What follows belongs to an exercise in optimizing a design on an open flow for small area and a short achievable clock period; a production flow would make more cautious choices.
Where RTL was checked, it was by simulation tests only, not by an equivalence proof against the original.

run a:
// enigma_part3
module enigma_part3(clk, srst_n, load, encrypt, crypt_mode, table_idx, code_in, code_out, code_valid);
input clk;
input srst_n;
input load;
input encrypt;
input crypt_mode;
input [1:0] table_idx;
input [5:0] code_in;
output [5:0] code_out;
output code_valid;
integer k;
reg idle_q, ready_q;
reg valid_q;
reg cm_q;
reg [5:0] z_q;
reg [1:0] dA_q;
reg [2:0] rB_q;
reg [7:0] bhi_q, blo_q;
reg [5:0] pb [0:31];
reg [5:0] a0 [0:63];
reg [5:0] br [0:63];
wire [5:0] bx [0:63];
wire in_load = ~idle_q & ~ready_q & load;
wire ld_pb = in_load & (table_idx == 2'd0);
wire ld_a  = in_load & (table_idx == 2'd1);
wire ld_b  = in_load & (table_idx == 2'd2);
wire sym   = ready_q & encrypt;
assign code_valid = valid_q;
function [5:0] pbl;
  input [5:0] x;
  reg [31:0] mt;
  reg [5:0] r;
  integer q;
  begin
    for (q = 0; q < 32; q = q + 1) mt[q] = (pb[q] == x);
    r = 6'd0;
    for (q = 0; q < 32; q = q + 1)
      if (mt[q ^ 1]) r = r | pb[q];
    pbl = (|mt) ? r : x;
  end
endfunction
reg [5:0] rotB_b;
always @* begin
  rotB_b = 6'd0;
  for (k = 0; k < 8; k = k + 1) begin
    if (bhi_q[k]) rotB_b[5:3] = rotB_b[5:3] | k[2:0];
    if (blo_q[k]) rotB_b[2:0] = rotB_b[2:0] | k[2:0];
  end
end
reg [5:0] ka;
always @* begin
  ka = 6'd0;
  for (k = 0; k < 64; k = k + 1)
    if (a0[k] == rotB_b) ka = ka | k[5:0];
end
wire [5:0] rotA_b = ka + z_q;
assign code_out = {6{valid_q}} & pbl(rotA_b);
wire [1:0] d_a = valid_q ? (cm_q ? rotB_b[1:0] : dA_q) : 2'd0;
  ...
Settings: LEC_CHECK=0, CAP_MARGIN=20, CORE_MARGIN=2, CORE_UTILIZATION=25, PLACE_DENSITY=0.35, SLEW_MARGIN=20, TNS_END_PERCENT=5; clock period 30.0 ns.
standard.sh (not shown) runs the stock make flow with config.mk's settings and CLKGATE_MAP_FILE= SYNTH_SCRIPT=/design/flow/synth_recipe.tcl, a recipe that flattens the netlist after the stock synthesis.
==> flow/flow/run.sh <==
#!/bin/bash
# Layout through the standard.sh. Synthesis is the standard flow's script with abc run on
# flow/yos.abc (yosys's default mapping script) instead of ORFS's speed script;
# clock tree without dummy loads; timing repair is asked for a setup margin so
# the long paths get sized up.
cd "$(dirname "$0")/.."
export MY_ABC_SCRIPT=$PWD/flow/yos.abc
bash standard.sh SYNTH_SCRIPT=$PWD/flow/my_synth.tcl synth > synth.log 2>&1
bash standard.sh SETUP_SLACK_MARGIN=15 "CTS_ARGS=-sink_clustering_enable -repair_clock_nets -dont_use_dummy_load -buf_list sky130_fd_sc_hd__clkbuf_4" finish > standard.log 2>&1
==> flow/flow/my_synth.tcl <==
# The standard flow's synthesis script (synth_recipe.tcl), with abc run on the script named in MY_ABC_SCRIPT.
proc synth {args} { yosys synth -nofsm -noshare {*}$args }

proc abc {args} {
  set i [lsearch -exact $args -script]
  if {$i >= 0 && [info exists ::env(MY_ABC_SCRIPT)] && $::env(MY_ABC_SCRIPT) ne ""} {
    set args [lreplace $args [expr {$i + 1}] [expr {$i + 1}] $::env(MY_ABC_SCRIPT)]
  }
  if {[info exists ::env(MY_ABC_DONT_USE)]} {
    foreach c $::env(MY_ABC_DONT_USE) { lappend args -dont_use $c }
  }
  puts "abc (own script): $args"
  yosys abc {*}$args
}
source $::env(SCRIPTS_DIR)/synth.tcl
# left out here: clear keep_hierarchy, flatten, clean up, hide names made inside functions, write 1_2_yosys.v
==> flow/flow/yos.abc <==
strash
&get -n
&fraig -x
&put
scorr
dc2
dretime
strash
&get -n
&dch -f
&nf
&put
buffer
upsize
dnsize
stime -p
> inputs changed (run a -> run b)
-- flow/design.v --
<<< run a, line 16
reg [1:0] dA_q;
reg [2:0] rB_q;
reg [7:0] bhi_q, blo_q;
reg [5:0] pb [0:31];
reg [5:0] a0 [0:63];
>>> run b, line 16
reg [1:0] dA_q;
reg [2:0] rB_q;
reg [63:0] hb_q;
reg [5:0] pb [0:31];
reg [5:0] a0 [0:63];
<<< run a, line 41
endfunction
reg [5:0] rotB_b;
always @* begin
  rotB_b = 6'd0;
  for (k = 0; k < 8; k = k + 1) begin
    if (bhi_q[k]) rotB_b[5:3] = rotB_b[5:3] | k[2:0];
    if (blo_q[k]) rotB_b[2:0] = rotB_b[2:0] | k[2:0];
  end
end
reg [5:0] ka;
always @* begin
  ka = 6'd0;
  for (k = 0; k < 64; k = k + 1)
>>> run b, line 41
endfunction
reg [5:0] rotB_b;
reg [5:0] ka;
always @* begin
  rotB_b = 6'd0;
  for (k = 0; k < 64; k = k + 1)
    if (hb_q[k]) rotB_b = rotB_b | k[5:0];
  ka = 6'd0;
  for (k = 0; k < 64; k = k + 1)
<<< run a, line 70
wire [5:0] rotA_o = alo[3] ? ag[ahi1] : ag[ahi0];
wire [5:0] rotB_o = bx[rotA_o];
reg [7:0] bhi, blo;
always @* begin
  bhi = 8'd0; blo = 8'd0;
  for (k = 0; k < 64; k = k + 1) if (bx[k] == ~rotB_o) begin
    bhi[k >> 3] = 1'b1;
    blo[k & 7] = 1'b1;
  end
end
assign bx[0] = ({6{oh[0]|oh[5]}} & br[20]) | ({6{oh[1]|oh[6]}} & br[21]) | ({6{oh[2]}} & br[22]) | ({6{oh[3]}} & br[17]) | ({6{oh[4]}} & br[16]) | ({6{oh[7]}} & br[19]) | ({6{hold}} & br[0]) | ({6{ld_b}} & br[63]);
assign bx[1] = ({6{oh[0]}} & br[50]) | ({6{oh[1]|oh[6]}} & br[51]) | ({6{oh[2]}} & br[48]) | ({6{oh[3]|oh[7]}} & br[53]) | ({6{oh[4]}} & br[54]) | ({6{oh[5]}} & br[55]) | ({6{hold}} & br[1]) | ({6{ld_b}} & br[46]);
>>> run b, line 66
wire [5:0] rotA_o = alo[3] ? ag[ahi1] : ag[ahi0];
wire [5:0] rotB_o = bx[rotA_o];
reg [63:0] hb;
always @* for (k = 0; k < 64; k = k + 1) hb[k] = (bx[k] == ~rotB_o);
assign bx[0] = ({6{oh[0]|oh[5]}} & br[20]) | ({6{oh[1]|oh[6]}} & br[21]) | ({6{oh[2]}} & br[22]) | ({6{oh[3]}} & br[17]) | ({6{oh[4]}} & br[16]) | ({6{oh[7]}} & br[19]) | ({6{hold}} & br[0]) | ({6{ld_b}} & br[63]);
assign bx[1] = ({6{oh[0]}} & br[50]) | ({6{oh[1]|oh[6]}} & br[51]) | ({6{oh[2]}} & br[48]) | ({6{oh[3]|oh[7]}} & br[53]) | ({6{oh[4]}} & br[54]) | ({6{oh[5]}} & br[55]) | ({6{hold}} & br[1]) | ({6{ld_b}} & br[46]);
<<< run a, line 159
    dA_q <= rotA_o[1:0];
    rB_q <= rotB_o[2:0];
    bhi_q <= bhi;
    blo_q <= blo;
  end
end
>>> run b, line 149
    dA_q <= rotA_o[1:0];
    rB_q <= rotB_o[2:0];
    hb_q <= hb;
  end
end
==> comparison <==
Comparing the two runs side by side, run b comes out ahead of run a on post-detailed-routing wire length. Compared with run a, in run b compound-cell area share of the yosys netlist saw a decrease; hold slack moved down. Core util | run b vs run a | run b higher. Between run b and run a, the number of antenna violations at the first check in global routing is lower for run b. Critical setup path kind: input port to flop -> run a, flop to output port -> run b.
No functional check of the RTL was part of run b.

re-timing with driven ports:
The results above use ideal ports. As a check the final layouts listed here were re-extracted and re-timed, cells and wires unchanged. Step 1, drivers: a clkbuf_16 drives clk and a buf_2 each remaining input, both assumed. Step 2 also shifts input and output timing later by t, the mid clock arrival at the registers, as if the neighbouring blocks saw the same clock. Slacks: ideal / step 1 / step 2; pairs: ideal / step 1.
| run | shift t [ns] | setup slack, ns | hold slack, ns | cell pins on the clock port's net |
|---|---|---|---|---|
| run a | 1.416 | 14.816 / 14.844 / 13.428 | 0.322 / 0.322 / 0.322 | 1 |
| run b | 1.450 | 14.813 / 14.726 / 13.437 | 0.294 / 0.294 / 0.294 | 1 |
After both steps setup and hold are still met in every run listed. For run a, which loses most, drivers alone change the setup slack by +0.028 ns; drivers and shift together by -1.388 ns.
